Background: an optimization exercise with open tools, aiming at small area, a short achievable clock period and few clock cycles per item. Do not read the settings as production practice.
Where RTL was checked, it was by simulation tests only, not by an equivalence proof against the original.
The RTL of runs 1 to 3 was laid out without a check of its function.

### flow/run.sh
#!/bin/bash
# synth_recipe.tcl (not shown) runs the flow's synth.tcl, then flattens the netlist and writes it again
# the make line also repeats each setting of config.mk as NAME=value (left out here)
make -C /OpenROAD-flow-scripts/flow DESIGN_CONFIG=/design/flow/config.mk WORK_HOME=/design/flow/orfs CLKGATE_MAP_FILE= SYNTH_SCRIPT=/design/flow/synth_recipe.tcl finish
### flow/config.mk
export PLATFORM = sky130hd
export DESIGN_NAME = jenc_backend
export DESIGN_NICKNAME = jenc_backend
export VERILOG_FILES = /design/flow/design.v
export SDC_FILE = /design/flow/constraint.sdc
export NUM_CORES = 4
export LEC_CHECK = 0
export ABC_AREA = 1
export CAP_MARGIN = 20
export CORE_MARGIN = 2
export CORE_UTILIZATION = 40
export PLACE_DENSITY = 0.6
export SETUP_SLACK_MARGIN = 4
export SLEW_MARGIN = 20
### flow/constraint.sdc
create_clock -name core_clock -period 9.5 [get_ports {clk}]
set_input_delay 1.9000 -clock core_clock [delete_from_list [all_inputs] [get_ports {clk}]]
set_output_delay 1.9000 -clock core_clock [all_outputs]
set_load 0.01 [all_outputs]
### flow/design.v
module huff_tables (
    input  logic        dc,
    input  logic        chroma,
    input  logic [3:0]  run,
    input  logic [3:0]  size,
    output logic [4:0]  len,
    output logic [15:0] code
);
always_comb begin
    len = 5'd0;
    code = 16'd0;
    case ({dc, chroma, size})
    6'b0_0_0000: if (&run) begin len = 5'd11; code = 16'b0000011111111001; end
        else begin len = 5'd4; code = 16'b0000000000001010; end
    6'b0_0_0001:
        case (run)
        4'd0: begin len = 5'd2; code = 16'b0000000000000000; end
        4'd1: begin len = 5'd4; code = 16'b0000000000001100; end
        4'd2: begin len = 5'd5; code = 16'b0000000000011100; end
        4'd3: begin len = 5'd6; code = 16'b0000000000111010; end
        4'd4: begin len = 5'd6; code = 16'b0000000000111011; end
        4'd5: begin len = 5'd7; code = 16'b0000000001111010; end
        4'd6: begin len = 5'd7; code = 16'b0000000001111011; end
        4'd7: begin len = 5'd8; code = 16'b0000000011111010; end
        4'd8: begin len = 5'd9; code = 16'b0000000111111000; end
        4'd9: begin len = 5'd9; code = 16'b0000000111111001; end
        4'd10: begin len = 5'd9; code = 16'b0000000111111010; end
        4'd11: begin len = 5'd10; code = 16'b0000001111111001; end
        4'd12: begin len = 5'd10; code = 16'b0000001111111010; end
        4'd13: begin len = 5'd11; code = 16'b0000011111111000; end
        4'd14: begin len = 5'd16; code = 16'b1111111111101011; end
        4'd15: begin len = 5'd16; code = 16'b1111111111110101; end
        endcase
    6'b0_0_0010:
        case (run)
        4'd0: begin len = 5'd2; code = 16'b0000000000000001; end
        4'd1: begin len = 5'd5; code = 16'b0000000000011011; end
        4'd2: begin len = 5'd8; code = 16'b0000000011111001; end
        4'd3: begin len = 5'd9; code = 16'b0000000111110111; end
        4'd4: begin len = 5'd10; code = 16'b0000001111111000; end
        4'd5: begin len = 5'd11; code = 16'b0000011111110111; end
        4'd6: begin len = 5'd12; code = 16'b0000111111110110; end
        4'd7: begin len = 5'd12; code = 16'b0000111111110111; end
        4'd8: begin len = 5'd15; code = 16'b0111111111000000; end
        4'd9: begin len = 5'd16; code = 16'b1111111110111110; end
        4'd10: begin len = 5'd16; code = 16'b1111111111000111; end
        4'd11: begin len = 5'd16; code = 16'b1111111111010000; end
        4'd12: begin len = 5'd16; code = 16'b1111111111011001; end
        4'd13: begin len = 5'd16; code = 16'b1111111111100010; end
        4'd14: begin len = 5'd16; code = 16'b1111111111101100; end
        4'd15: begin len = 5'd16; code = 16'b1111111111110110; end
        endcase
    6'b0_0_0011:
        case (run)
        4'd0: begin len = 5'd3; code = 16'b0000000000000100; end
        4'd1: begin len = 5'd7; code = 16'b0000000001111001; end
        4'd2: begin len = 5'd10; code = 16'b0000001111110111; end
        4'd3: begin len = 5'd12; code = 16'b0000111111110101; end
        4'd4: begin len = 5'd16; code = 16'b1111111110010110; end
        4'd5: begin len = 5'd16; code = 16'b1111111110011110; end
        4'd6: begin len = 5'd16; code = 16'b1111111110100110; end
        4'd7: begin len = 5'd16; code = 16'b1111111110101110; end
        4'd8: begin len = 5'd16; code = 16'b1111111110110110; end
        4'd9: begin len = 5'd16; code = 16'b1111111110111111; end
        4'd10: begin len = 5'd16; code = 16'b1111111111001000; end
        4'd11: begin len = 5'd16; code = 16'b1111111111010001; end
        4'd12: begin len = 5'd16; code = 16'b1111111111011010; end
        4'd13: begin len = 5'd16; code = 16'b1111111111100011; end
        4'd14: begin len = 5'd16; code = 16'b1111111111101101; end
        4'd15: begin len = 5'd16; code = 16'b1111111111110111; end
        endcase
    6'b0_0_0100:
        case (run)
        4'd0: begin len = 5'd4; code = 16'b0000000000001011; end
        4'd1: begin len = 5'd9; code = 16'b0000000111110110; end
        4'd2: begin len = 5'd12; code = 16'b0000111111110100; end
        4'd3: begin len = 5'd16; code = 16'b1111111110001111; end
        4'd4: begin len = 5'd16; code = 16'b1111111110010111; end
        4'd5: begin len = 5'd16; code = 16'b1111111110011111; end
        4'd6: begin len = 5'd16; code = 16'b1111111110100111; end
        4'd7: begin len = 5'd16; code = 16'b1111111110101111; end
        4'd8: begin len = 5'd16; code = 16'b1111111110110111; end
        4'd9: begin len = 5'd16; code = 16'b1111111111000000; end
        4'd10: begin len = 5'd16; code = 16'b1111111111001001; end
        4'd11: begin len = 5'd16; code = 16'b1111111111010010; end
        4'd12: begin len = 5'd16; code = 16'b1111111111011011; end
        4'd13: begin len = 5'd16; code = 16'b1111111111100100; end
        4'd14: begin len = 5'd16; code = 16'b1111111111101110; end
        4'd15: begin len = 5'd16; code = 16'b1111111111111000; end
        endcase
    6'b0_0_0101:
        case (run)
        4'd0: begin len = 5'd5; code = 16'b0000000000011010; end
        4'd1: begin len = 5'd11; code = 16'b0000011111110110; end
        4'd2: begin len = 5'd16; code = 16'b1111111110001001; end
        4'd3: begin len = 5'd16; code = 16'b1111111110010000; end
        4'd4: begin len = 5'd16; code = 16'b1111111110011000; end
        4'd5: begin len = 5'd16; code = 16'b1111111110100000; end
        4'd6: begin len = 5'd16; code = 16'b1111111110101000; end
        4'd7: begin len = 5'd16; code = 16'b1111111110110000; end
        4'd8: begin len = 5'd16; code = 16'b1111111110111000; end
        4'd9: begin len = 5'd16; code = 16'b1111111111000001; end
        4'd10: begin len = 5'd16; code = 16'b1111111111001010; end
        4'd11: begin len = 5'd16; code = 16'b1111111111010011; end
        4'd12: begin len = 5'd16; code = 16'b1111111111011100; end
        4'd13: begin len = 5'd16; code = 16'b1111111111100101; end
        4'd14: begin len = 5'd16; code = 16'b1111111111101111; end
        4'd15: begin len = 5'd16; code = 16'b1111111111111001; end
        endcase
    6'b0_0_0110:
        case (run)
        4'd0: begin len = 5'd7; code = 16'b0000000001111000; end
        4'd1: begin len = 5'd16; code = 16'b1111111110000100; end
        4'd2: begin len = 5'd16; code = 16'b1111111110001010; end
        4'd3: begin len = 5'd16; code = 16'b1111111110010001; end
        4'd4: begin len = 5'd16; code = 16'b1111111110011001; end
        4'd5: begin len = 5'd16; code = 16'b1111111110100001; end
        4'd6: begin len = 5'd16; code = 16'b1111111110101001; end
        4'd7: begin len = 5'd16; code = 16'b1111111110110001; end
        4'd8: begin len = 5'd16; code = 16'b1111111110111001; end
        4'd9: begin len = 5'd16; code = 16'b1111111111000010; end
        4'd10: begin len = 5'd16; code = 16'b1111111111001011; end
        4'd11: begin len = 5'd16; code = 16'b1111111111010100; end
        4'd12: begin len = 5'd16; code = 16'b1111111111011101; end
        4'd13: begin len = 5'd16; code = 16'b1111111111100110; end
        4'd14: begin len = 5'd16; code = 16'b1111111111110000; end
        4'd15: begin len = 5'd16; code = 16'b1111111111111010; end
        endcase
    6'b0_0_0111:
        case (run)
        4'd0: begin len = 5'd8; code = 16'b0000000011111000; end
        4'd1: begin len = 5'd16; code = 16'b1111111110000101; end
        4'd2: begin len = 5'd16; code = 16'b1111111110001011; end
        4'd3: begin len = 5'd16; code = 16'b1111111110010010; end
        4'd4: begin len = 5'd16; code = 16'b1111111110011010; end
        4'd5: begin len = 5'd16; code = 16'b1111111110100010; end
        4'd6: begin len = 5'd16; code = 16'b1111111110101010; end
        4'd7: begin len = 5'd16; code = 16'b1111111110110010; end
        4'd8: begin len = 5'd16; code = 16'b1111111110111010; end
        4'd9: begin len = 5'd16; code = 16'b1111111111000011; end
        4'd10: begin len = 5'd16; code = 16'b1111111111001100; end
        4'd11: begin len = 5'd16; code = 16'b1111111111010101; end
        4'd12: begin len = 5'd16; code = 16'b1111111111011110; end
        4'd13: begin len = 5'd16; code = 16'b1111111111100111; end
        4'd14: begin len = 5'd16; code = 16'b1111111111110001; end
        4'd15: begin len = 5'd16; code = 16'b1111111111111011; end
        endcase
    6'b0_0_1000:
        case (run)
        4'd0: begin len = 5'd10; code = 16'b0000001111110110; end
        4'd1: begin len = 5'd16; code = 16'b1111111110000110; end
        4'd2: begin len = 5'd16; code = 16'b1111111110001100; end
        4'd3: begin len = 5'd16; code = 16'b1111111110010011; end
        4'd4: begin len = 5'd16; code = 16'b1111111110011011; end
        4'd5: begin len = 5'd16; code = 16'b1111111110100011; end
        4'd6: begin len = 5'd16; code = 16'b1111111110101011; end
        4'd7: begin len = 5'd16; code = 16'b1111111110110011; end
        4'd8: begin len = 5'd16; code = 16'b1111111110111011; end
        4'd9: begin len = 5'd16; code = 16'b1111111111000100; end
        4'd10: begin len = 5'd16; code = 16'b1111111111001101; end
        4'd11: begin len = 5'd16; code = 16'b1111111111010110; end
        4'd12: begin len = 5'd16; code = 16'b1111111111011111; end
        4'd13: begin len = 5'd16; code = 16'b1111111111101000; end
        4'd14: begin len = 5'd16; code = 16'b1111111111110010; end
        4'd15: begin len = 5'd16; code = 16'b1111111111111100; end
        endcase
    6'b0_0_1001:
        case (run)
        4'd0: begin len = 5'd16; code = 16'b1111111110000010; end
        4'd1: begin len = 5'd16; code = 16'b1111111110000111; end
        4'd2: begin len = 5'd16; code = 16'b1111111110001101; end
        4'd3: begin len = 5'd16; code = 16'b1111111110010100; end
        4'd4: begin len = 5'd16; code = 16'b1111111110011100; end
        4'd5: begin len = 5'd16; code = 16'b1111111110100100; end
        4'd6: begin len = 5'd16; code = 16'b1111111110101100; end
        4'd7: begin len = 5'd16; code = 16'b1111111110110100; end
        4'd8: begin len = 5'd16; code = 16'b1111111110111100; end
        4'd9: begin len = 5'd16; code = 16'b1111111111000101; end
        4'd10: begin len = 5'd16; code = 16'b1111111111001110; end
        4'd11: begin len = 5'd16; code = 16'b1111111111010111; end
        4'd12: begin len = 5'd16; code = 16'b1111111111100000; end
        4'd13: begin len = 5'd16; code = 16'b1111111111101001; end
        4'd14: begin len = 5'd16; code = 16'b1111111111110011; end
        4'd15: begin len = 5'd16; code = 16'b1111111111111101; end
        endcase
    6'b0_0_1010:
        case (run)
        4'd0: begin len = 5'd16; code = 16'b1111111110000011; end
        4'd1: begin len = 5'd16; code = 16'b1111111110001000; end
        4'd2: begin len = 5'd16; code = 16'b1111111110001110; end
        4'd3: begin len = 5'd16; code = 16'b1111111110010101; end
        4'd4: begin len = 5'd16; code = 16'b1111111110011101; end
        4'd5: begin len = 5'd16; code = 16'b1111111110100101; end
        4'd6: begin len = 5'd16; code = 16'b1111111110101101; end
        4'd7: begin len = 5'd16; code = 16'b1111111110110101; end
        4'd8: begin len = 5'd16; code = 16'b1111111110111101; end
        4'd9: begin len = 5'd16; code = 16'b1111111111000110; end
        4'd10: begin len = 5'd16; code = 16'b1111111111001111; end
        4'd11: begin len = 5'd16; code = 16'b1111111111011000; end
        4'd12: begin len = 5'd16; code = 16'b1111111111100001; end
        4'd13: begin len = 5'd16; code = 16'b1111111111101010; end
        4'd14: begin len = 5'd16; code = 16'b1111111111110100; end
        4'd15: begin len = 5'd16; code = 16'b1111111111111110; end
        endcase
    6'b0_1_0000: if (&run) begin len = 5'd10; code = 16'b0000001111111010; end
        else begin len = 5'd2; code = 16'b0000000000000000; end
    6'b0_1_0001:
        case (run)
        4'd0: begin len = 5'd2; code = 16'b0000000000000001; end
        4'd1: begin len = 5'd4; code = 16'b0000000000001011; end
        4'd2: begin len = 5'd5; code = 16'b0000000000011010; end
        4'd3: begin len = 5'd5; code = 16'b0000000000011011; end
        4'd4: begin len = 5'd6; code = 16'b0000000000111010; end
        4'd5: begin len = 5'd6; code = 16'b0000000000111011; end
        4'd6: begin len = 5'd7; code = 16'b0000000001111001; end
        4'd7: begin len = 5'd7; code = 16'b0000000001111010; end
        4'd8: begin len = 5'd8; code = 16'b0000000011111001; end
        4'd9: begin len = 5'd9; code = 16'b0000000111110111; end
        4'd10: begin len = 5'd9; code = 16'b0000000111111000; end
        4'd11: begin len = 5'd9; code = 16'b0000000111111001; end
        4'd12: begin len = 5'd9; code = 16'b0000000111111010; end
        4'd13: begin len = 5'd11; code = 16'b0000011111111001; end
        4'd14: begin len = 5'd14; code = 16'b0011111111100000; end
        4'd15: begin len = 5'd15; code = 16'b0111111111000011; end
        endcase
    6'b0_1_0010:
        case (run)
        4'd0: begin len = 5'd3; code = 16'b0000000000000100; end
        4'd1: begin len = 5'd6; code = 16'b0000000000111001; end
        4'd2: begin len = 5'd8; code = 16'b0000000011110111; end
        4'd3: begin len = 5'd8; code = 16'b0000000011111000; end
        4'd4: begin len = 5'd9; code = 16'b0000000111110110; end
        4'd5: begin len = 5'd10; code = 16'b0000001111111001; end
        4'd6: begin len = 5'd11; code = 16'b0000011111110111; end
        4'd7: begin len = 5'd11; code = 16'b0000011111111000; end
        4'd8: begin len = 5'd16; code = 16'b1111111110110111; end
        4'd9: begin len = 5'd16; code = 16'b1111111111000000; end
        4'd10: begin len = 5'd16; code = 16'b1111111111001001; end
        4'd11: begin len = 5'd16; code = 16'b1111111111010010; end
        4'd12: begin len = 5'd16; code = 16'b1111111111011011; end
        4'd13: begin len = 5'd16; code = 16'b1111111111100100; end
        4'd14: begin len = 5'd16; code = 16'b1111111111101101; end
        4'd15: begin len = 5'd16; code = 16'b1111111111110110; end
        endcase
    6'b0_1_0011:
        case (run)
        4'd0: begin len = 5'd4; code = 16'b0000000000001010; end
        4'd1: begin len = 5'd8; code = 16'b0000000011110110; end
        4'd2: begin len = 5'd10; code = 16'b0000001111110111; end
        4'd3: begin len = 5'd10; code = 16'b0000001111111000; end
        4'd4: begin len = 5'd16; code = 16'b1111111110010111; end
        4'd5: begin len = 5'd16; code = 16'b1111111110011111; end
        4'd6: begin len = 5'd16; code = 16'b1111111110100111; end
        4'd7: begin len = 5'd16; code = 16'b1111111110101111; end
        4'd8: begin len = 5'd16; code = 16'b1111111110111000; end
        4'd9: begin len = 5'd16; code = 16'b1111111111000001; end
        4'd10: begin len = 5'd16; code = 16'b1111111111001010; end
        4'd11: begin len = 5'd16; code = 16'b1111111111010011; end
        4'd12: begin len = 5'd16; code = 16'b1111111111011100; end
        4'd13: begin len = 5'd16; code = 16'b1111111111100101; end
        4'd14: begin len = 5'd16; code = 16'b1111111111101110; end
        4'd15: begin len = 5'd16; code = 16'b1111111111110111; end
        endcase
    6'b0_1_0100:
        case (run)
        4'd0: begin len = 5'd5; code = 16'b0000000000011000; end
        4'd1: begin len = 5'd9; code = 16'b0000000111110101; end
        4'd2: begin len = 5'd12; code = 16'b0000111111110110; end
        4'd3: begin len = 5'd12; code = 16'b0000111111110111; end
        4'd4: begin len = 5'd16; code = 16'b1111111110011000; end
        4'd5: begin len = 5'd16; code = 16'b1111111110100000; end
        4'd6: begin len = 5'd16; code = 16'b1111111110101000; end
        4'd7: begin len = 5'd16; code = 16'b1111111110110000; end
        4'd8: begin len = 5'd16; code = 16'b1111111110111001; end
        4'd9: begin len = 5'd16; code = 16'b1111111111000010; end
        4'd10: begin len = 5'd16; code = 16'b1111111111001011; end
        4'd11: begin len = 5'd16; code = 16'b1111111111010100; end
        4'd12: begin len = 5'd16; code = 16'b1111111111011101; end
        4'd13: begin len = 5'd16; code = 16'b1111111111100110; end
        4'd14: begin len = 5'd16; code = 16'b1111111111101111; end
        4'd15: begin len = 5'd16; code = 16'b1111111111111000; end
        endcase
    6'b0_1_0101:
        case (run)
        4'd0: begin len = 5'd5; code = 16'b0000000000011001; end
        4'd1: begin len = 5'd11; code = 16'b0000011111110110; end
        4'd2: begin len = 5'd15; code = 16'b0111111111000010; end
        4'd3: begin len = 5'd16; code = 16'b1111111110010001; end
        4'd4: begin len = 5'd16; code = 16'b1111111110011001; end
        4'd5: begin len = 5'd16; code = 16'b1111111110100001; end
        4'd6: begin len = 5'd16; code = 16'b1111111110101001; end
        4'd7: begin len = 5'd16; code = 16'b1111111110110001; end
        4'd8: begin len = 5'd16; code = 16'b1111111110111010; end
        4'd9: begin len = 5'd16; code = 16'b1111111111000011; end
        4'd10: begin len = 5'd16; code = 16'b1111111111001100; end
        4'd11: begin len = 5'd16; code = 16'b1111111111010101; end
        4'd12: begin len = 5'd16; code = 16'b1111111111011110; end
        4'd13: begin len = 5'd16; code = 16'b1111111111100111; end
        4'd14: begin len = 5'd16; code = 16'b1111111111110000; end
        4'd15: begin len = 5'd16; code = 16'b1111111111111001; end
        endcase
    6'b0_1_0110:
        case (run)
        4'd0: begin len = 5'd6; code = 16'b0000000000111000; end
        4'd1: begin len = 5'd12; code = 16'b0000111111110101; end
        4'd2: begin len = 5'd16; code = 16'b1111111110001100; end
        4'd3: begin len = 5'd16; code = 16'b1111111110010010; end
        4'd4: begin len = 5'd16; code = 16'b1111111110011010; end
        4'd5: begin len = 5'd16; code = 16'b1111111110100010; end
        4'd6: begin len = 5'd16; code = 16'b1111111110101010; end
        4'd7: begin len = 5'd16; code = 16'b1111111110110010; end
        4'd8: begin len = 5'd16; code = 16'b1111111110111011; end
        4'd9: begin len = 5'd16; code = 16'b1111111111000100; end
        4'd10: begin len = 5'd16; code = 16'b1111111111001101; end
        4'd11: begin len = 5'd16; code = 16'b1111111111010110; end
        4'd12: begin len = 5'd16; code = 16'b1111111111011111; end
        4'd13: begin len = 5'd16; code = 16'b1111111111101000; end
        4'd14: begin len = 5'd16; code = 16'b1111111111110001; end
        4'd15: begin len = 5'd16; code = 16'b1111111111111010; end
        endcase
    6'b0_1_0111:
        case (run)
        4'd0: begin len = 5'd7; code = 16'b0000000001111000; end
        4'd1: begin len = 5'd16; code = 16'b1111111110001000; end
        4'd2: begin len = 5'd16; code = 16'b1111111110001101; end
        4'd3: begin len = 5'd16; code = 16'b1111111110010011; end
        4'd4: begin len = 5'd16; code = 16'b1111111110011011; end
        4'd5: begin len = 5'd16; code = 16'b1111111110100011; end
        4'd6: begin len = 5'd16; code = 16'b1111111110101011; end
        4'd7: begin len = 5'd16; code = 16'b1111111110110011; end
        4'd8: begin len = 5'd16; code = 16'b1111111110111100; end
        4'd9: begin len = 5'd16; code = 16'b1111111111000101; end
        4'd10: begin len = 5'd16; code = 16'b1111111111001110; end
        4'd11: begin len = 5'd16; code = 16'b1111111111010111; end
        4'd12: begin len = 5'd16; code = 16'b1111111111100000; end
        4'd13: begin len = 5'd16; code = 16'b1111111111101001; end
        4'd14: begin len = 5'd16; code = 16'b1111111111110010; end
        4'd15: begin len = 5'd16; code = 16'b1111111111111011; end
        endcase
    6'b0_1_1000:
        case (run)
        4'd0: begin len = 5'd9; code = 16'b0000000111110100; end
        4'd1: begin len = 5'd16; code = 16'b1111111110001001; end
        4'd2: begin len = 5'd16; code = 16'b1111111110001110; end
        4'd3: begin len = 5'd16; code = 16'b1111111110010100; end
        4'd4: begin len = 5'd16; code = 16'b1111111110011100; end
        4'd5: begin len = 5'd16; code = 16'b1111111110100100; end
        4'd6: begin len = 5'd16; code = 16'b1111111110101100; end
        4'd7: begin len = 5'd16; code = 16'b1111111110110100; end
        4'd8: begin len = 5'd16; code = 16'b1111111110111101; end
        4'd9: begin len = 5'd16; code = 16'b1111111111000110; end
        4'd10: begin len = 5'd16; code = 16'b1111111111001111; end
        4'd11: begin len = 5'd16; code = 16'b1111111111011000; end
        4'd12: begin len = 5'd16; code = 16'b1111111111100001; end
        4'd13: begin len = 5'd16; code = 16'b1111111111101010; end
        4'd14: begin len = 5'd16; code = 16'b1111111111110011; end
        4'd15: begin len = 5'd16; code = 16'b1111111111111100; end
        endcase
    6'b0_1_1001:
        case (run)
        4'd0: begin len = 5'd10; code = 16'b0000001111110110; end
        4'd1: begin len = 5'd16; code = 16'b1111111110001010; end
        4'd2: begin len = 5'd16; code = 16'b1111111110001111; end
        4'd3: begin len = 5'd16; code = 16'b1111111110010101; end
        4'd4: begin len = 5'd16; code = 16'b1111111110011101; end
        4'd5: begin len = 5'd16; code = 16'b1111111110100101; end
        4'd6: begin len = 5'd16; code = 16'b1111111110101101; end
        4'd7: begin len = 5'd16; code = 16'b1111111110110101; end
        4'd8: begin len = 5'd16; code = 16'b1111111110111110; end
        4'd9: begin len = 5'd16; code = 16'b1111111111000111; end
        4'd10: begin len = 5'd16; code = 16'b1111111111010000; end
        4'd11: begin len = 5'd16; code = 16'b1111111111011001; end
        4'd12: begin len = 5'd16; code = 16'b1111111111100010; end
        4'd13: begin len = 5'd16; code = 16'b1111111111101011; end
        4'd14: begin len = 5'd16; code = 16'b1111111111110100; end
        4'd15: begin len = 5'd16; code = 16'b1111111111111101; end
        endcase
    6'b0_1_1010:
        case (run)
        4'd0: begin len = 5'd12; code = 16'b0000111111110100; end
        4'd1: begin len = 5'd16; code = 16'b1111111110001011; end
        4'd2: begin len = 5'd16; code = 16'b1111111110010000; end
        4'd3: begin len = 5'd16; code = 16'b1111111110010110; end
        4'd4: begin len = 5'd16; code = 16'b1111111110011110; end
        4'd5: begin len = 5'd16; code = 16'b1111111110100110; end
        4'd6: begin len = 5'd16; code = 16'b1111111110101110; end
        4'd7: begin len = 5'd16; code = 16'b1111111110110110; end
        4'd8: begin len = 5'd16; code = 16'b1111111110111111; end
        4'd9: begin len = 5'd16; code = 16'b1111111111001000; end
        4'd10: begin len = 5'd16; code = 16'b1111111111010001; end
        4'd11: begin len = 5'd16; code = 16'b1111111111011010; end
        4'd12: begin len = 5'd16; code = 16'b1111111111100011; end
        4'd13: begin len = 5'd16; code = 16'b1111111111101100; end
        4'd14: begin len = 5'd16; code = 16'b1111111111110101; end
        4'd15: begin len = 5'd16; code = 16'b1111111111111110; end
        endcase
    6'b1_0_0000: begin len = 5'd2; code = 16'b0000000000000000; end
    6'b1_0_0001: begin len = 5'd3; code = 16'b0000000000000010; end
    6'b1_0_0010: begin len = 5'd3; code = 16'b0000000000000011; end
    6'b1_0_0011: begin len = 5'd3; code = 16'b0000000000000100; end
    6'b1_0_0100: begin len = 5'd3; code = 16'b0000000000000101; end
    6'b1_0_0101: begin len = 5'd3; code = 16'b0000000000000110; end
    6'b1_0_0110: begin len = 5'd4; code = 16'b0000000000001110; end
    6'b1_0_0111: begin len = 5'd5; code = 16'b0000000000011110; end
    6'b1_0_1000: begin len = 5'd6; code = 16'b0000000000111110; end
    6'b1_0_1001: begin len = 5'd7; code = 16'b0000000001111110; end
    6'b1_0_1010: begin len = 5'd8; code = 16'b0000000011111110; end
    6'b1_0_1011: begin len = 5'd9; code = 16'b0000000111111110; end
    6'b1_1_0000: begin len = 5'd2; code = 16'b0000000000000000; end
    6'b1_1_0001: begin len = 5'd2; code = 16'b0000000000000001; end
    6'b1_1_0010: begin len = 5'd2; code = 16'b0000000000000010; end
    6'b1_1_0011: begin len = 5'd3; code = 16'b0000000000000110; end
    6'b1_1_0100: begin len = 5'd4; code = 16'b0000000000001110; end
    6'b1_1_0101: begin len = 5'd5; code = 16'b0000000000011110; end
    6'b1_1_0110: begin len = 5'd6; code = 16'b0000000000111110; end
    6'b1_1_0111: begin len = 5'd7; code = 16'b0000000001111110; end
    6'b1_1_1000: begin len = 5'd8; code = 16'b0000000011111110; end
    6'b1_1_1001: begin len = 5'd9; code = 16'b0000000111111110; end
    6'b1_1_1010: begin len = 5'd10; code = 16'b0000001111111110; end
    6'b1_1_1011: begin len = 5'd11; code = 16'b0000011111111110; end
    default: ;
    endcase
end
endmodule
module entropy #(
    parameter int DEPTH = 4                 
) (
    input  logic signed [10:0]  q0,
    input  logic signed [10:0]  q1,
    input  logic                q_valid,
    output logic                q_hold,
    input  logic [4:0]          q_cnt,
    input  logic [1:0]          q_chroma,
    input  logic                q_last_mcu,
    output logic [25:0]         out_chunk,      
    output logic [4:0]          out_len,        
    output logic                out_last,       
    output logic                out_valid,
    input  logic                out_take,       
    input  logic                clk,
    input  logic                resetn
);
localparam int AW = 2;                   
typedef struct packed {
    logic               last;
    logic               dc;
    logic [1:0]         chroma;
    logic [1:0]         zrl;
    logic [3:0]         run;
    logic [10:0]        val;
} entry_t;
logic [5:0]     run_r;            
logic           take;
logic           is_dc, is_end, nz0, nz1;
logic           e0, e1;
logic [5:0]     run1;
entry_t         ent0, ent1;
always_comb begin
    take   = q_valid & ~q_hold;
    is_dc  = q_cnt == 5'd0;
    is_end = &q_cnt;
    nz0    = |q0;
    nz1    = |q1;
    e0     = is_dc | nz0;
    e1     = is_end | nz1;
    run1   = e0 ? 6'd0 : run_r + 6'd1;
    ent0.last   = 1'b0;
    ent0.dc     = is_dc;
    ent0.chroma = q_chroma;
    ent0.zrl    = is_dc ? 2'd0 : run_r[5:4];
    ent0.run    = is_dc ? 4'd0 : run_r[3:0];
    ent0.val    = q0;
    ent1.last   = is_end & q_last_mcu;
    ent1.dc     = 1'b0;
    ent1.chroma = q_chroma;
    ent1.zrl    = nz1 ? run1[5:4] : 2'd0;       
    ent1.run    = nz1 ? run1[3:0] : 4'd0;
    ent1.val    = q1;
end
always_ff @(posedge clk)
    if (take)
        run_r <= nz1 ? 6'd0 : run1 + 6'd1;
logic [DEPTH-1:0][20:0] mem;      
logic [AW-1:0]  wp, rp;
logic [AW:0]    cnt, cnt_next, cnt_push, cnt_pop;
logic           hold_next;
logic           pop;
logic [1:0]     npush;
entry_t         first;
entry_t         head;
always_comb begin
    npush    = take ? {1'b0, e0} + {1'b0, e1} : 2'd0;
    first    = e0 ? ent0 : ent1;
    head     = mem[rp];
    cnt_push = cnt + {{(AW-1){1'b0}}, npush};
    cnt_pop  = cnt_push - (AW+1)'(1);
    cnt_next = pop ? cnt_pop : cnt_push;
    hold_next = pop ? (cnt_pop > (AW+1)'(DEPTH - 2)) : (cnt_push > (AW+1)'(DEPTH - 2));
end
always_ff @(posedge clk) begin
    for (int i = 0; i < DEPTH; i++) begin
        if (take & wp == AW'(i))
            mem[i] <= first;
        else if (take & wp + AW'(1) == AW'(i))
            mem[i] <= ent1;
    end
end
always_ff @(posedge clk)
    if (!resetn) begin
        wp     <= '0;
        rp     <= '0;
        cnt    <= '0;
        q_hold <= 1'b0;
    end else begin
        wp     <= wp + AW'(npush);
        rp     <= rp + AW'(pop);
        cnt    <= cnt_next;
        q_hold <= hold_next;
    end
logic signed [10:0] pred0, pred1, pred2;    
logic [1:0]         zc;           
logic               s_valid, s_ready;
logic               s_dc, s_chroma, s_last, s_zrl, s_neg;
logic [3:0]         s_run;
logic [10:0]        s_mag;
logic               h_valid, h_zrl;
logic signed [11:0] v, vn;
logic signed [10:0] p;
logic               c_ready;
always_comb begin
    h_valid = cnt != '0;
    h_zrl   = head.zrl != zc;
    case (head.dc ? head.chroma : 2'd3)
        2'd0: p = pred0;
        2'd1: p = pred1;
        2'd2: p = pred2;
        default: p = 11'sd0;
    endcase
    v       = {head.val[10], head.val} - {p[10], p};
    vn      = {p[10], p} - {head.val[10], head.val};
    s_ready = ~s_valid | c_ready;
    pop     = h_valid & s_ready & ~h_zrl;
end
always_ff @(posedge clk)
    if (!resetn) begin
        s_valid <= 1'b0;
        zc      <= 2'd0;
        pred0   <= '0;
        pred1   <= '0;
        pred2   <= '0;
    end else if (s_ready) begin
        s_valid <= h_valid;
        if (h_valid) begin
            if (h_zrl)
                zc <= zc + 2'd1;
            else begin
                zc <= 2'd0;
                if (head.last) begin
                    pred0 <= '0;
                    pred1 <= '0;
                    pred2 <= '0;
                end else if (head.dc)
                    case (head.chroma)
                        2'd0: pred0 <= head.val;
                        2'd1: pred1 <= head.val;
                        default: pred2 <= head.val;
                    endcase
            end
        end
    end
always_ff @(posedge clk)
    if (s_ready & h_valid) begin
        s_dc     <= head.dc;
        s_chroma <= |head.chroma;
        s_last   <= head.last & ~h_zrl;
        s_zrl    <= h_zrl;
        s_run    <= head.run;
        s_neg    <= v[11];
        s_mag    <= h_zrl ? 11'h0 : (v[11] ? vn[10:0] : v[10:0]);
    end
function automatic [3:0] bit_length(input logic [10:0] m);
    bit_length = 0;
    for (int k = 0; k < 11; k++)
        if (m[k])
            bit_length = 4'(k + 1);
endfunction
logic [3:0]     size, a_run;
logic [10:0]    smear, amp;
logic [4:0]     code_len;
logic [15:0]    code;
always_comb begin
    size  = bit_length(s_mag);
    smear = s_mag;
    for (int k = 9; k >= 0; k--)
        smear[k] = smear[k] | smear[k+1];
    amp   = s_neg ? s_mag ^ smear : s_mag;
    a_run = s_zrl ? 4'hf : s_run;
end
huff_tables ht (
    .dc     (s_dc),
    .chroma (s_chroma),
    .run    (a_run),
    .size   (size),
    .len    (code_len),
    .code   (code)
);
always_comb c_ready = ~out_valid | out_take;
always_ff @(posedge clk)
    if (!resetn)
        out_valid <= 1'b0;
    else if (c_ready)
        out_valid <= s_valid;
always_ff @(posedge clk)
    if (c_ready & s_valid) begin
        out_chunk <= (26'(code) << size) | 26'(amp);
        out_len   <= code_len + 5'(size);
        out_last  <= s_last;
    end
endmodule
module byte_pack #(
    parameter int W = 40                    
) (
    input  logic [25:0]         chunk,          
    input  logic [4:0]          chunk_len,
    input  logic                chunk_last,
    input  logic                chunk_valid,
    output logic                chunk_take,
    output logic [31:0]         out_data,
    output logic                out_tlast,
    output logic                out_valid,
    input  logic                out_hold,
    input  logic                clk,
    input  logic                resetn
);
localparam int NW = 6;                   
logic [W-1:0]   acc;             
logic [NW-1:0]  n;               
logic           flush;           
logic           stuffp;          
logic [1:0]     k;               
logic [NW-4:0]  full;
logic           part;
logic [1:0]     avail;           
logic [15:0]    pad, tb;
logic [7:0]     b0, b1;
logic           ff0, ff1;
always_comb begin
    full  = n[NW-1:3];
    part  = flush & (n[2:0] != 3'd0);
    avail = (full >= 2) ? 2'd2 : 2'(full) + 2'(part);
    if (avail > 2'd2) avail = 2'd2;
    pad   = (flush && n < NW'(16)) ? (16'hffff >> n[3:0]) : 16'h0;
    tb    = acc[W-1 -: 16] | pad;
    b0    = tb[15:8];
    b1    = tb[7:0];
    ff0   = &b0;
    ff1   = &b1;
end
logic [1:0]     e;               
logic [1:0]     d;               
logic [7:0]     x0, x1;
logic           stuffp_n;
logic           one;             
always_comb begin
    one = &k;
    x0 = 8'h00; x1 = 8'h00; e = 2'd0; d = 2'd0; stuffp_n = 1'b0;
    if (out_valid) begin
        stuffp_n = stuffp;
    end else if (stuffp) begin
        x0 = 8'h00;
        if (avail != 2'd0 && !one) begin
            x1 = b0; e = 2'd2; d = 2'd1; stuffp_n = ff0;
        end else begin
            e = 2'd1;
        end
    end else if (avail != 2'd0) begin
        x0 = b0;
        if (ff0 & one) begin
            e = 2'd1; d = 2'd1; stuffp_n = 1'b1;
        end else if (ff0) begin
            x1 = 8'h00; e = 2'd2; d = 2'd1;
        end else if (avail == 2'd2 && !one) begin
            x1 = b1; e = 2'd2; d = 2'd2; stuffp_n = ff1;
        end else begin
            e = 2'd1; d = 2'd1;
        end
    end
end
logic [NW-1:0]  n_d;
logic [2:0]     t;
logic           done, push, go;
logic [31:0]    word;
always_comb begin
    case (d)
        2'd0: n_d = n;
        2'd1: n_d = (n > NW'(8))  ? n - NW'(8)  : '0;
        default: n_d = (n > NW'(16)) ? n - NW'(16) : '0;
    endcase
    t     = {1'b0, k} + {1'b0, e};
    done  = flush & (n_d == '0) & ~stuffp_n;
    push  = (t >= 3'd4) | (done & (t != 3'd0));
    go    = 1'b1;
    word  = out_data;
    case (k)
        2'd0: word[31:16] = {x0, x1};
        2'd1: word[23:8]  = {x0, x1};
        2'd2: word[15:0]  = {x0, x1};
        default: word[7:0] = x0;
    endcase
    if (push & (t < 3'd4)) begin
        if (t <= 3'd1) word[23:16] = 8'hff;
        if (t <= 3'd2) word[15:8]  = 8'hff;
        if (t <= 3'd3) word[7:0]   = 8'hff;
    end
end
logic [W+15:0]  ext, ext_d, ins;
logic           fit;
logic [NW:0]    nl;
logic [NW-1:0]  n_new;
logic           fit0, fit1, fit2, dge1;
logic [NW-1:0]  nl0, nl1, nl2;
always_comb begin
    nl    = (NW+1)'(n) + (NW+1)'(chunk_len);
    fit0  = nl <= (NW+1)'(W);
    fit1  = nl <= (NW+1)'(W + 8);
    fit2  = nl <= (NW+1)'(W + 16);
    dge1  = ~out_valid & (avail != 2'd0) & ~(stuffp & one);
    nl0   = NW'(nl);
    nl1   = NW'(nl - (NW+1)'(8));
    nl2   = NW'(nl - (NW+1)'(16));
    fit   = fit0 | (dge1 & fit1);
    chunk_take = chunk_valid & ~flush & go & fit;
    ins   = (W+16)'(chunk) << (W + 16 - nl);
    ext   = {acc, 16'h0} | (chunk_take ? ins : '0);
    case (go ? d : 2'd0)
        2'd0: ext_d = ext;
        2'd1: ext_d = ext << 8;
        default: ext_d = ext << 16;
    endcase
    if (chunk_take)
        case (d)
            2'd0: n_new = nl0;
            2'd1: n_new = nl1;
            default: n_new = nl2;
        endcase
    else
        n_new = n_d;
end
always_ff @(posedge clk)
    if (!resetn) begin
        acc       <= '0;
        n         <= '0;
        flush     <= 1'b0;
        stuffp    <= 1'b0;
        k         <= 2'd0;
        out_valid <= 1'b0;
    end else begin
        if (out_valid & ~out_hold)
            out_valid <= 1'b0;
        if (go) begin
            acc    <= ext_d[W+15 -: W];
            n      <= n_new;
            stuffp <= stuffp_n;
            if (chunk_take & chunk_last)
                flush <= 1'b1;
            else if (done & (t <= 3'd4))
                flush <= 1'b0;
            if (push) begin
                out_valid <= 1'b1;
                k         <= 2'd0;
            end else
                k         <= t[1:0];
        end
    end
always_ff @(posedge clk)
    if (e != 2'd0) begin
        out_data  <= word;
        out_tlast <= done;
    end
endmodule
module jenc_backend (
    input  logic               clk,
    input  logic               resetn,
    input  logic signed [10:0] q0,
    input  logic signed [10:0] q1,
    input  logic               q_valid,
    output logic               q_hold,
    input  logic [4:0]         q_cnt,
    input  logic [1:0]         q_chroma,
    input  logic               q_last_mcu,
    output logic [31:0]        out_data,
    output logic               out_tlast,
    output logic               out_valid,
    input  logic               out_hold
);
logic [25:0]    chunk;
logic [4:0]     chunk_len;
logic           chunk_last;
logic           chunk_valid;
logic           chunk_take;
entropy entropy (
    .q0             (q0),
    .q1             (q1),
    .q_valid        (q_valid),
    .q_hold         (q_hold),
    .q_cnt          (q_cnt),
    .q_chroma       (q_chroma),
    .q_last_mcu     (q_last_mcu),
    .out_chunk      (chunk),
    .out_len        (chunk_len),
    .out_last       (chunk_last),
    .out_valid      (chunk_valid),
    .out_take       (chunk_take),
    .clk            (clk),
    .resetn         (resetn)
);
byte_pack byte_pack (
    .chunk          (chunk),
    .chunk_len      (chunk_len),
    .chunk_last     (chunk_last),
    .chunk_valid    (chunk_valid),
    .chunk_take     (chunk_take),
    .out_data       (out_data),
    .out_tlast      (out_tlast),
    .out_valid      (out_valid),
    .out_hold       (out_hold),
    .clk            (clk),
    .resetn         (resetn)
);
endmodule
==> results of run 1 <==
[area by class of cell]
type                            count  area (um^2)
Tap cell                          688          861
Inverter                          357         1350
Sequential cell                   271         7180
Fill cell                        5447        28600
Timing Repair Buffer              107          982
Antenna cell                        1         2.50
Multi-Input combinational cell   2414        12200
Timing Repair inverter              1         5.00
Clock buffer                       41          951
Clock inverter                     20          305
[per-stage QoR]
step	worst slack (ps)
after global routing	4000
after floorplan	4520
after global placement	3400
after detailed placement	3310
final	4220
after CTS	4010
[per-layer routing]
| metal | vias to the layer above | GRT usage [%] |
|---|---|---|
| met4 | 0 | 13.2 |
| li1 | 10839 | - |
| met1 | 10642 | 38.7 |
| met5 | - | 0 |
| met2 | 1069 | 49.0 |
| met3 | 235 | 4.28 |
[registers in the layout, indices dropped and copies added, names as in the netlist, 6 cells and up]
| signal | count |
|---|---|
| entropy.mem | 84 |
| byte_pack.acc | 40 |
| byte_pack.out_data | 32 |
| entropy.out_chunk | 26 |
| entropy.pred0 | 11 |
| entropy.pred1 | 11 |
| entropy.pred2 | 11 |
| entropy.s_mag | 11 |
| byte_pack.n | 6 |
| entropy.run_r | 6 |
[cells in the mapped netlist (all sizes together) (13+ instances only)]
library cell  instances
nand2               771
nand3               422
nor2                381
inv                 347
o21ai               246
a21oi               183
edfxtp              175
dfxtp                96
nand4                96
clkbuf               90
ha                   72
buf                  48
o22ai                43
nor3                 27
a31oi                21
nand3b               17
xor2                 13
[path summary, 6_finish.rpt]
| check | from | endpoint | slack (ps) | depth (start not counted) |
|---|---|---|---|---|
| max | q1[5] | entropy.q_hold | 4220 | 13 |
| min | entropy.s_last | entropy.out_last | 420 | 0 |
| max reg2reg | byte_pack.n[0] | byte_pack.acc[18] | 4320 | 16 |
| min reg2reg | entropy.s_last | entropy.out_last | 420 | 0 |
[cells by family after synthesis]
group,count (synthesis),share of synthesized area [%]
fa+ha+maj,78,4.82
simple gates,1739,35.9
mux,2,0.0944
compound gates,576,15.5
flops,271,33.9
xor+xnor,19,0.820
buf+inv,495,9.02
[timing repair]
action,in CTS,in global routing
setup endpoints to repair,4,48
resized for setup,3,20
buffers inserted,0,3
gates cloned,0,1
==> impl_metrics.toml, run 1 <==
[grt]
grt_pass1_vias = 21450
grt_pass1_wl_um = 126000
antenna_found_initial = 1
grt_use_total_pct = 29.8
grt_max_degree = 56
gr-total-overflow = 0

[cts]
clock_latency_ps = 560
clk_path_buf_depth = 3
clk_pin_slew_worst_paths_ps = 60
cts-root-buf = "clkbuf_16"
cts_tree = "yes"
cts_buffers = 34
cts_hold_buf = 0
htreeDepth = 2
clkSinkCount = 271

[critical_path]
max_stage_delay_ps = 600
cp.arrival_ps = 5760
cp.required_ps = 9980
critPathMostFrequentCell = "ha_1"
timing.critical_path.buf_inv = 2
cp_max_fo = 6
critical_path.endpoint_type = "flop"
crit_chain = "clkdlybuf4s50_1 > or4_1 > nor4_4 > o21ai_0 > ha_1 > inv_1 > nor2_1 > ha_1 > fa_1 > ha_1 > or2_2 > o22ai_1 > a21o_1"
crit_family = "simple AND/OR/NAND/NOR gates"
worst_setup_path_start_kind = "input port"
cp_slowest_cell = "or4_1"
critPathKind = "input port to flop"

[run]
max-cap-violations = 0

[die]
num_rows = 84
die_y_um = 234
start_util_pct = 40.4
core_area_mm2 = 0.0524
pin_count = 69
die-area_mm2 = 0.0549
die_w_um = 234

[place]
port_buffers = 68
place_area_mm2 = 0.0225
gp_congestion = 1.03
place_inst = 3834
dpl.hpwl_um = 61400

[status]
outcome = "finished clean"

[logic_synthesis]
synth-seq-area-share_pct = 33.9
ys.flop_type = "edfxtp_1"
synth_edf_count = 175
yosys-top-cells-area = "edfxtp_1 25%, nand2_1 13%, nand3_1 9.9%, dfxtp_1 9.1%, nor2_1 6.5%"
yosys.area.top_type = "edfxtp_1"
synthArstFlopShare_pct = 0
syn_inst = 3180
netlist_area_mm2 = 0.0212
ys_ff_latch = 271
synth_top_area_share_pct = 24.8
ys_warn_count = 3
ys_types = 67
avgSynthCellArea_um2 = 6.67
syn_nets = 3292

[worst_hold_path]
min_path_type = "flop to flop"

[finish]
stdcell_area_mm2 = 0.0238
layout.cells.non_filler = 3900
final_cell_mix = "759 x nand2_1, 419 x nand3_1, 358 x nor2_1, 335 x inv_1, 235 x o21ai_0"
fin_util_pct = 45.4
syn_to_final_growth_pct = 12.4
final_common_cell = "nand2_1"
drive_gt1_share_pct = 5.42
nets = 3298

[sta]
min_period_ps = 5280
slew_headroom_pct = 21.3
skew_ps = 34.6
worst_slew_pin_slew_ps = 1180
drv_slew = 0
setup_viol = 0
finalCritPeriodShare_pct = 55.6
rsz0062_at_grt = "yes"
fmax_mhz = 189
setup_tns_ps = 0
timing.hold.ws_ps = 417
hold_viol = 0

[routing]
wl_met2_um = 38200
vias = 22785
first_pass_iters = 8
wl_met1_um = 35000
vias_per_cell = 5.84
wire_per_inst_um = 21.1
postRouteAntennaNets = 0
drt_wl_total_um = 82500
top_layer = "met4"
drc_errors = 0
drt_iter0_markers = 2532
wl_met3_um = 5570
==> run 2: changes to the inputs <==
--- a/flow/design.v
+++ b/flow/design.v
@@ -619,5 +619,5 @@
 endmodule
 module byte_pack #(
-    parameter int W = 40                    
+    parameter int W = 33                    
 ) (
     input  logic [25:0]         chunk,          
--- a/flow/config.mk
+++ b/flow/config.mk
@@ -9,6 +9,8 @@
 export CAP_MARGIN = 20
 export CORE_MARGIN = 2
-export CORE_UTILIZATION = 40
-export PLACE_DENSITY = 0.6
+export CORE_UTILIZATION = 55
+export CTS_CLUSTER_DIAMETER = 100
+export CTS_CLUSTER_SIZE = 20
+export PLACE_DENSITY = 0.7
 export SETUP_SLACK_MARGIN = 4
 export SLEW_MARGIN = 20
==> run 2 against run 1 <==
Utilization rose by 15 points; clock skew fell by 11 ps; area after synthesis fell by 2.0%; non-clock buffer count fell by 9; flip-flop and latch count fell by 7.
==> impl_metrics.toml, run 2 <==
[critical_path]
cp.arrival_ps = 5680
cp.required_ps = 9970
critPathKind = "input port to flop"
cp_max_fo = 6
worst_setup_path_start_kind = "input port"
critical_path.endpoint_type = "flop"

[die]
die-area_mm2 = 0.0394
die_w_um = 198
pin_count = 69
num_rows = 71
start_util_pct = 55.6
core_area_mm2 = 0.0374
die_y_um = 198

[grt]
busiest_layer = "met2"
grt_pass1_wl_um = 113000
gr-total-overflow = 0
grt_pass1_vias = 20405
grt_use_total_pct = 37.1
use_met1_pct = 48.0
grt_max_degree = 71
antenna_found_initial = 1
met3_usage_pct = 6.65
grt_use_met2_pct = 59.6

[logic_synthesis]
ys_warn_count = 3
ys.flop_type = "edfxtp_1"
synth-seq-area-share_pct = 33.9
yosysMostFrequentCell = "nand2_1"
synthMuxAreaShare_pct = 0.0482
ys_ff_latch = 264
synth_top_area_share_pct = 25.3
synthArstFlopShare_pct = 0
yosys.area_share.simple_pct = 35.4
synth_top_family_by_area = "simple AND/OR/NAND/NOR gates"
synth_xor_area_share_pct = 0.879
yosys.area.top_type = "edfxtp_1"
yosys-top-cells-area = "edfxtp_1 25%, nand2_1 14%, nand3_1 9.2%, dfxtp_1 8.6%, nor2_1 6.6%"
syn_nets = 3214
netlist_area_mm2 = 0.0208
avgSynthCellArea_um2 = 6.72
synthTopCellsByCount = "757 x nand2_1, 382 x nand3_1, 367 x nor2_1, 327 x inv_1, 231 x o21ai_0"
synth-compound-area-share_pct = 15.7
ys_types = 65
synth_adder_area_share_pct = 5.39
synth_edf_count = 175
syn_inst = 3094

[sta]
slew_headroom_pct = 20.3
drv_slew = 0
setup_viol = 0
fmax_mhz = 192
timing.hold.ws_ps = 431
skew_ps = 23.3
worst_slew_pin_slew_ps = 1190
setup_tns_ps = 0
hold_viol = 0
rsz0062_at_grt = "yes"
min_period_ps = 5210
finalCritPeriodShare_pct = 54.9

[status]
outcome = "finished clean"

[finish]
final_cell_mix = "756 x nand2_1, 382 x nand3_1, 361 x nor2_1, 327 x inv_1, 231 x o21ai_0"
syn_to_final_growth_pct = 8.03
largest_register = "entropy.mem"
final_common_cell = "nand2_1"
top_regs = "entropy.mem: 84 flops, byte_pack.acc: 33 flops, byte_pack.out_data: 32 flops"
nets = 3213
antenna_cells = 0
layout.cells.non_filler = 3615
drive_gt1_share_pct = 4.64
stdcell_area_mm2 = 0.0225
largest_reg_flops = 84
nFillCells = 3490

[cts]
clock_latency_ps = 530
cts_buffers = 17
cts_tree = "yes"
htreeDepth = 1
clkSinkCount = 264
cts_setup_buffers = 0
clk_path_buf_depth = 3
cts_hold_buf = 0
cts-root-buf = "clkbuf_16"
post_cts_resized = 2
clk_pin_slew_worst_paths_ps = 80

[routing]
postRouteAntennaNets = 0
drc_errors = 0
vias = 22257
first_pass_iters = 9
drt_wl_total_um = 74000
vias_per_cell = 6.16
drt_iter0_markers = 2521
wire_per_inst_um = 20.5

[place]
dpl.hpwl_um = 54300
place_inst = 3585
port_buffers = 68
place_area_mm2 = 0.0219
gp_congestion = 1.08

[run]
max-cap-violations = 0

[worst_hold_path]
min_path_type = "flop to flop"
## run 2: cell types whose count changed after synthesis, moves of 5 or more
cell	previous run	this run
nand3_1	419	382
o21bai_2	8	0
buf_2	22	15
ha_1	72	80
nor2_2	7	13
inv_2	10	17
inv_1	337	327
or2_2	7	2
nand4_1	95	55
clkbuf_1	89	73
o211ai_1	8	25
o21ai_0	237	231
dfxtp_1	96	89
a21oi_1	182	177
## run 2: cell families (layout without fill, tap and decap cells)
| family | count (synthesis) | after routing |
|---|---|---|
| AO/OA/AOI/OAI | 574 | 574 |
| adder cells (fa/ha/maj) | 86 | 86 |
| flip-flops | 264 | 264 |
| buffers and inverters | 475 | 485 |
| XOR/XNOR | 20 | 20 |
| multiplexers | 1 | 1 |
| AND/OR/NAND/NOR | 1674 | 1674 |
## run 2: worst paths after layout
path	start	end	slack, ps	depth (start not counted)
hold reg to reg	entropy.s_last	entropy.out_last	430	0
setup reg to reg	entropy.rp[0]	entropy.s_mag[6]	4370	24
hold / removal	entropy.s_last	entropy.out_last	430	0
setup / recovery	q1[5]	entropy.q_hold	4290	14
## run 2: layer usage
layer,wire (um),vias up
li1,-,10440
met1,29100,10145
met2,33100,1384
met3,7440,286
met4,4330,2
met5,13,-
## run 2: final cells by class
class	instances	area, um^2	share of cell area, %
clock buffer	27	463	2.06
inverter	357	1350	6.02
timing repair buffer	98	910	4.05
clock inverter	3	55.1	0.245
sequential	264	7040	31.3
tap	511	639	2.85
multi-input combinational	2355	12000	53.4
## run 2: metrics by stage
| stage | setup WS [ps] | utilization, % |
|---|---|---|
| 2_1_floorplan | 4590 | - |
| 3_3_place_gp | 3580 | 58.5 |
| 3_5_place_dp | 3340 | 58.5 |
| 4_1_cts | 4100 | 59.9 |
| 5_1_grt | 3980 | 60.0 |
| 6_report | 4290 | 60.0 |
## run 2: critical path, stage by stage
cell             delay [ps]
clkdlybuf4s50_1         480
or4_1                   600
nor4_4                  330
o21ai_0                 250
ha_1                    340
inv_1                    40
nor2_1                  180
ha_1                    210
fa_1                    480
ha_1                    310
or2_1                   250
o22ai_1                 160
nand2_1                  70
nand2_1                  80
==> run 3: changes to the inputs <==
--- a/flow/design.v
+++ b/flow/design.v
@@ -483,18 +483,29 @@
 logic [DEPTH-1:0][20:0] mem;      
 logic [AW-1:0]  wp, rp;
-logic [AW:0]    cnt, cnt_next, cnt_push, cnt_pop;
+logic [AW:0]    cnt, cnt_next;
+logic [AW:0]    cnt_c [4];
+logic [3:0]     hold_c;
+logic           push1, push2;
 logic           hold_next;
 logic           pop;
-logic [1:0]     npush;
 entry_t         first;
 entry_t         head;
 always_comb begin
-    npush    = take ? {1'b0, e0} + {1'b0, e1} : 2'd0;
     first    = e0 ? ent0 : ent1;
     head     = mem[rp];
-    cnt_push = cnt + {{(AW-1){1'b0}}, npush};
-    cnt_pop  = cnt_push - (AW+1)'(1);
-    cnt_next = pop ? cnt_pop : cnt_push;
-    hold_next = pop ? (cnt_pop > (AW+1)'(DEPTH - 2)) : (cnt_push > (AW+1)'(DEPTH - 2));
+    push1    = take & (e0 ^ e1);
+    push2    = take & e0 & e1;
+    for (int j = 0; j < 4; j++) begin
+        cnt_c[j]  = cnt + (AW+1)'(j) - (AW+1)'(1);
+        hold_c[j] = cnt_c[j] > (AW+1)'(DEPTH - 2);
+    end
+    case ({push2, push1, pop})
+        3'b000: begin cnt_next = cnt_c[1]; hold_next = hold_c[1]; end
+        3'b001: begin cnt_next = cnt_c[0]; hold_next = hold_c[0]; end
+        3'b010: begin cnt_next = cnt_c[2]; hold_next = hold_c[2]; end
+        3'b011: begin cnt_next = cnt_c[1]; hold_next = hold_c[1]; end
+        3'b100: begin cnt_next = cnt_c[3]; hold_next = hold_c[3]; end
+        default: begin cnt_next = cnt_c[2]; hold_next = hold_c[2]; end
+    endcase
 end
 always_ff @(posedge clk) begin
@@ -513,9 +524,20 @@
         q_hold <= 1'b0;
     end else begin
-        wp     <= wp + AW'(npush);
+        if (push2)
+            wp <= wp + AW'(2);
+        else if (push1)
+            wp <= wp + AW'(1);
         rp     <= rp + AW'(pop);
         cnt    <= cnt_next;
         q_hold <= hold_next;
     end
+function automatic [11:0] sub12(input logic [11:0] a, input logic [11:0] b);
+    logic [6:0] lo;
+    logic [5:0] hi0, hi1;
+    lo  = {1'b0, a[5:0]} + {1'b0, ~b[5:0]} + 7'd1;
+    hi0 = a[11:6] + ~b[11:6];
+    hi1 = a[11:6] + ~b[11:6] + 6'd1;
+    sub12 = {lo[6] ? hi1 : hi0, lo[5:0]};
+endfunction
 logic signed [10:0] pred0, pred1, pred2;    
 logic [1:0]         zc;           
@@ -537,6 +559,6 @@
         default: p = 11'sd0;
     endcase
-    v       = {head.val[10], head.val} - {p[10], p};
-    vn      = {p[10], p} - {head.val[10], head.val};
+    v       = sub12({head.val[10], head.val}, {p[10], p});
+    vn      = sub12({p[10], p}, {head.val[10], head.val});
     s_ready = ~s_valid | c_ready;
     pop     = h_valid & s_ready & ~h_zrl;
--- a/flow/config.mk
+++ b/flow/config.mk
@@ -9,8 +9,6 @@
 export CAP_MARGIN = 20
 export CORE_MARGIN = 2
-export CORE_UTILIZATION = 55
-export CTS_CLUSTER_DIAMETER = 100
-export CTS_CLUSTER_SIZE = 20
-export PLACE_DENSITY = 0.7
+export CORE_UTILIZATION = 40
+export PLACE_DENSITY = 0.6
 export SETUP_SLACK_MARGIN = 4
 export SLEW_MARGIN = 20
==> run 3 against run 2 <==
Still clean on timing, DRC and antenna; via count down 1.5%; register-to-register slack better by 150 ps; final cell count rose by 6.0%; synthesized cell count up 0.74%; maximum frequency up 4.8%; highest routed layer unchanged; die area grew 38%; flip-flop and latch count unchanged; cell area increased by 3.7%; area after synthesis up 0.72%.
==> impl_metrics.toml, run 3 <==
[grt]
gr-total-overflow = 0
grt_pass1_vias = 20706
grt_pass1_wl_um = 122000
antenna_found_initial = 2
grt_max_degree = 54
grt_use_total_pct = 29.0

[finish]
layout.cells.non_filler = 3833
largest_register = "entropy.mem"
final_cell_mix = "759 x nand2_1, 368 x nor2_1, 359 x inv_1, 345 x nand3_1, 237 x o21ai_0"
stdcell_area_mm2 = 0.0233
drive_gt1_share_pct = 5.68
top_regs = "entropy.mem: 84 flops, byte_pack.acc: 33 flops, byte_pack.out_data: 32 flops"
nets = 3249
largest_reg_flops = 84
syn_to_final_growth_pct = 11.2
seq_area_mm2 = 0.00704
antenna_cells = 0
nFillCells = 5339
multi_input_area_mm2 = 0.0120
final_common_cell = "nand2_1"
fin_util_pct = 45.2

[logic_synthesis]
synth-seq-area-share_pct = 33.6
ys_warn_count = 4
yosys-top-cells-area = "edfxtp_1 25%, nand2_1 14%, dfxtp_1 8.5%, nand3_1 8.2%, nor2_1 6.6%"
ys_ff_latch = 264
synth_edf_count = 175
yosys.area.top_type = "edfxtp_1"
ys.flop_type = "edfxtp_1"
syn_nets = 3238
avgSynthCellArea_um2 = 6.72
synthTopCellsByCount = "761 x nand2_1, 370 x nor2_1, 360 x inv_1, 345 x nand3_1, 237 x o21ai_0"
syn_inst = 3117
ys_types = 73
yosysMostFrequentCell = "nand2_1"
synth_top_area_share_pct = 25.1
netlist_area_mm2 = 0.0209
synthArstFlopShare_pct = 0

[routing]
drt_iter0_markers = 2114
drc_errors = 0
postRouteAntennaNets = 0
vias = 21933
wire_per_inst_um = 20.9
vias_per_cell = 5.72
drt_wl_total_um = 80000
first_pass_iters = 6

[cts]
cts_buffers = 31
clkSinkCount = 264
htreeDepth = 1
cts_tree = "yes"
clk_pin_slew_worst_paths_ps = 60
clk_path_buf_depth = 3
cts_setup_buffers = 0
clock_latency_ps = 570
cts-root-buf = "clkbuf_16"

[sta]
setup_tns_ps = 0
finalCritPeriodShare_pct = 52.4
skew_ps = 12.5
min_period_ps = 4980
drv_slew = 0
fmax_mhz = 201
hold_viol = 0
slew_headroom_pct = 31.1
worst_slew_pin_slew_ps = 1030
setup_viol = 0
rsz0062_at_grt = "no"
timing.hold.ws_ps = 422

[die]
die_y_um = 233
pin_count = 69
num_rows = 83
start_util_pct = 40.6
die-area_mm2 = 0.0542
core_area_mm2 = 0.0515
die_w_um = 233

[critical_path]
cp.required_ps = 9810
critical_path.endpoint_type = "flop"
reg2reg_slack_ps = 4520
worst_setup_path_start_kind = "flop"
cp.arrival_ps = 5280
critPathKind = "flop to flop"
cp_max_fo = 27

[place]
place_area_mm2 = 0.0222
port_buffers = 68
dpl.hpwl_um = 60700
gp_congestion = 1.01
place_inst = 3774

[worst_hold_path]
min_path_type = "flop to flop"

[run]
max-cap-violations = 0

[status]
outcome = "finished clean"
[run 3: per-layer routing]
layer  wire length [um]  vias up  global-route usage (%)  part of all wire (%)
li1                   -    10509                       -                     -
met1              34800    10452                    38.2                    44
met2              37500      767                    48.9                    47
met3               4100      201                    2.82                   5.1
met4               3520        4                    11.4                   4.4
met5                 23        -                       0                 0.029
[run 3: final cells by class]
| cell class | instances | share of cell area, % |
|---|---|---|
| inverters | 383 | 6.22 |
| repair buffers | 97 | 3.92 |
| clock buffers | 33 | 3.50 |
| well taps | 680 | 3.65 |
| flip-flops and latches | 264 | 30.2 |
| multi-input cells | 2351 | 51.4 |
| clock inverters | 25 | 1.06 |
[run 3: what timing repair did]
item	in CTS	in global routing
resized for setup	1	6
endpoints found under the hold margin	0	0
hold buffers	0	0
setup endpoints to repair	1	10
[run 3: cell families after synthesis]
group                    count (synthesis)  share of synthesized area [%]
XOR/XNOR                                25                           1.08
AO/OA/AOI/OAI                          572                           15.6
multiplexers                             2                         0.0956
flip-flops                             264                           33.6
buffers and inverters                  502                           9.31
AND/OR/NAND/NOR                       1665                           34.9
adder cells (fa/ha/maj)                 87                           5.45
[run 3: through the flow]
stage | worst slack, ps
global placement | 4170
floorplan | 5130
detailed placement | 4010
CTS | 4070
finish | 4520
global route | 3990
[run 3: final timing paths]
| check | from | endpoint | depth (start not counted) |
|---|---|---|---|
| setup / recovery | entropy.s_mag[3] | entropy.out_len[4] | 15 |
| setup reg to reg | entropy.s_mag[3] | entropy.out_len[4] | 15 |
| hold reg to reg | entropy.s_last | entropy.out_last | 0 |
| hold / removal | entropy.s_last | entropy.out_last | 0 |
[run 3: worst max-delay path: stages (launching register included)]
cell and delay (ps):
edfxtp_1 420, nor2_1 270, nand2_1 90, nand2_1 100
nand2_1 90, nand2_2 510, inv_2 440, nand4_1 710
nand2_1 260, inv_1 290, a31oi_1 110, or4_1 640
ha_1 370, a21oi_1 140, o21ai_0 110, xnor2_1 140
==> run 4: changes to the inputs <==
--- a/flow/design.v
+++ b/flow/design.v
@@ -736,9 +736,9 @@
     end
 end
-logic [W+15:0]  ext, ext_d, ins;
+logic [W+7:0]   ext, ext_d, ins;
 logic           fit;
 logic [NW:0]    nl;
 logic [NW-1:0]  n_new;
-logic           fit0, fit1, fit2, dge1;
+logic           fit0, fit1, dge1;
 logic [NW-1:0]  nl0, nl1, nl2;
 always_comb begin
@@ -746,5 +746,4 @@
     fit0  = nl <= (NW+1)'(W);
     fit1  = nl <= (NW+1)'(W + 8);
-    fit2  = nl <= (NW+1)'(W + 16);
     dge1  = ~out_valid & (avail != 2'd0) & ~(stuffp & one);
     nl0   = NW'(nl);
@@ -753,6 +752,6 @@
     fit   = fit0 | (dge1 & fit1);
     chunk_take = chunk_valid & ~flush & go & fit;
-    ins   = (W+16)'(chunk) << (W + 16 - nl);
-    ext   = {acc, 16'h0} | (chunk_take ? ins : '0);
+    ins   = (W+8)'(chunk) << (W + 8 - nl);
+    ext   = {acc, 8'h0} | (chunk_take ? ins : '0);
     case (go ? d : 2'd0)
         2'd0: ext_d = ext;
@@ -781,5 +780,5 @@
             out_valid <= 1'b0;
         if (go) begin
-            acc    <= ext_d[W+15 -: W];
+            acc    <= ext_d[W+7 -: W];
             n      <= n_new;
             stuffp <= stuffp_n;
==> run 4 against run 3 <==
Still clean; clock skew fell by 1.4 ps; die area fell by 1.1%; final cell count fell by 0.94%; critical path type unchanged; critical endpoint is now entropy.s_mag[4]; largest cell class unchanged.
==> impl_metrics.toml, run 4 <==
[status]
outcome = "finished clean"

[routing]
postRouteAntennaNets = 0
drt_wl_total_um = 76500
vias_per_cell = 5.74
vias = 21781
drt_iter0_markers = 2212
first_pass_iters = 6
drc_errors = 0

[sta]
skew_ps = 11.1
worst_slew_pin_slew_ps = 1050
slew_headroom_pct = 29.8
rsz0062_at_grt = "yes"
setup_viol = 0
setup_tns_ps = 0
fmax_mhz = 198

[die]
start_util_pct = 40.4
die_y_um = 232
num_rows = 83
core_area_mm2 = 0.0512

[place]
gp_congestion = 1.06
port_buffers = 68
preCtsSetupSlack_ps = 4260
dpl.hpwl_um = 57300

[grt]
grt_use_total_pct = 27.9
gr-total-overflow = 0
grt_pass1_vias = 20637
antenna_found_initial = 1
grt_pass1_wl_um = 117000

[logic_synthesis]
netlist_area_mm2 = 0.0207
yosys.area.top_type = "edfxtp_1"
synth_top_area_share_pct = 25.4
synth-seq-area-share_pct = 34.0
ys_types = 70

[critical_path]
cp_max_fo = 44
critPathKind = "flop to flop"
worst_setup_path_start_kind = "flop"

[finish]
nets = 3211
top_regs = "entropy.mem: 84 flops, byte_pack.acc: 33 flops, byte_pack.out_data: 32 flops"
syn_to_final_growth_pct = 11.3
largest_register = "entropy.mem"
final_cell_mix = "747 x nand2_1, 383 x nor2_1, 353 x inv_1, 336 x nand3_1, 226 x o21ai_0"

[cts]
clk_path_buf_depth = 3
clkSinkCount = 264
clk_pin_slew_worst_paths_ps = 60
cts_tree = "yes"
## run 4: cell count changes in the layout (fill, tap and decap cells not counted), sizes merged, moves of 4 or more
cell and change:
nand3 -7, o21ai -6, o211ai +7, nand4 -10, a211oi -5, nand3b -12, nor3 +12, a21oi -18
xor2 +5, nor2 +10, a221oi +4, nand2 -14
## run 4: path summary, 6_finish.rpt
| path | from | to | slack (ps) | cells after the start |
|---|---|---|---|---|
| worst max register to register | entropy.rp[0] | entropy.s_mag[4] | 4450 | 28 |
| worst min-delay path | entropy.s_last | entropy.out_last | 420 | 0 |
| worst max-delay path | entropy.rp[0] | entropy.s_mag[4] | 4450 | 28 |
| worst min register to register | entropy.s_last | entropy.out_last | 420 | 0 |
## run 4: kinds of logic after synthesis
logic type / Yosys count / synth area share, %
simple gates: 1642 / 34.5
flops: 264 / 34.0
mux: 2 / 0.0967
buf+inv: 501 / 9.36
fa+ha+maj: 84 / 5.33
xor+xnor: 30 / 1.27
compound gates: 558 / 15.5
## run 4: final cells by class
class,count,area [um^2],area share [%]
diodes,1,2.50,0.0109
clock buffers,34,828,3.59
clock inverters,21,218,0.945
inverters,382,1460,6.32
multi-input cells,2316,11700,50.9
flip-flops and latches,264,7040,30.5
well taps,680,851,3.69
repair buffers,98,910,3.95
repair inverters,1,5.00,0.0217
## run 4: worst max-delay path: cells and delay by family, from the launching register on
kind            cells  cell delay (ps)
simple gates       12             1330
fa+ha+maj           2              690
buf+inv             8             1310
flops               1              320
compound gates      6             1110
## run 4: timing repair
item / 4_1_cts / 5_1_grt
hold buffers: 0 / 0
hold endpoints to repair: 0 / 0
endpoints found under the setup margin: 0 / 29
gates resized for setup: 0 / 7
setup buffers: 0 / 3
## run 4: layer usage
layer / up-vias / global-route usage [%] / share of wire (%)
met4: 0 / 11.4 / 4.4
met2: 911 / 45.7 / 46
met1: 10326 / 36.9 / 43
met5: - / 0 / 0
met3: 183 / 3.99 / 6.8
li1: 10361 / - / -
## run 4: through the flow
| stage | cell area (um^2) | hold WS, ps | cells | util, % |
|---|---|---|---|---|
| 2_1_floorplan | 20700 | 400 | 3081 | - |
| 3_3_place_gp | 21900 | 407 | 3737 | 42.9 |
| 3_5_place_dp | 21900 | 409 | 3737 | 42.9 |
| 4_1_cts | 23000 | 424 | 3792 | 44.9 |
| 5_1_grt | 23000 | 441 | 3796 | 45.0 |
| 6_report | 23000 | 420 | 3797 | 45.0 |
Testbench counts of run 4, summed over its fixed seeds: cycles 26,041, blocks 768.

==> afterwards: timing with drivers on the ports <==
How much do the figures lean on ideal ports? The routed layouts below were timed once more, with nothing changed but the port constraints. Step 1 (the two cells are an assumption about what drives the block):
set clk [get_ports {clk}]
set_driving_cell -lib_cell sky130_fd_sc_hd__clkbuf_16 $clk
set_driving_cell -lib_cell sky130_fd_sc_hd__buf_2 [delete_from_list [all_inputs] $clk]
Step 2 adds t to the input delays and takes it off the output delays; t is the mean of the earliest and latest rising clock arrival at the registers after step 1. Input paths then give back, and output paths get back, about the clock's delay inside the block. a / b / c = no drivers / after step 1 / after step 2; a / b = the first two.
| run | t (ns) | setup slack, ns | hold slack, ns | worst setup path at the end | pins driven straight from the clock port |
|---|---|---|---|---|---|
| run 1 | 0.603 | 4.216 / 4.254 / 3.651 | 0.417 / 0.417 / 0.417 | input to register | 1 |
| run 2 | 0.565 | 4.288 / 4.319 / 3.754 | 0.431 / 0.431 / 0.431 | input to register | 1 |
| run 3 | 0.625 | 4.525 / 4.525 / 4.525 | 0.422 / 0.422 / 0.422 | register to register | 1 |
| run 4 | 0.627 | 4.446 / 4.446 / 4.446 | 0.420 / 0.420 / 0.420 | register to register | 1 |
After both steps setup and hold are still met in every run listed. The setup slack of run 1, which loses most, moves by +0.038 ns with the drivers and by -0.565 ns with both steps.
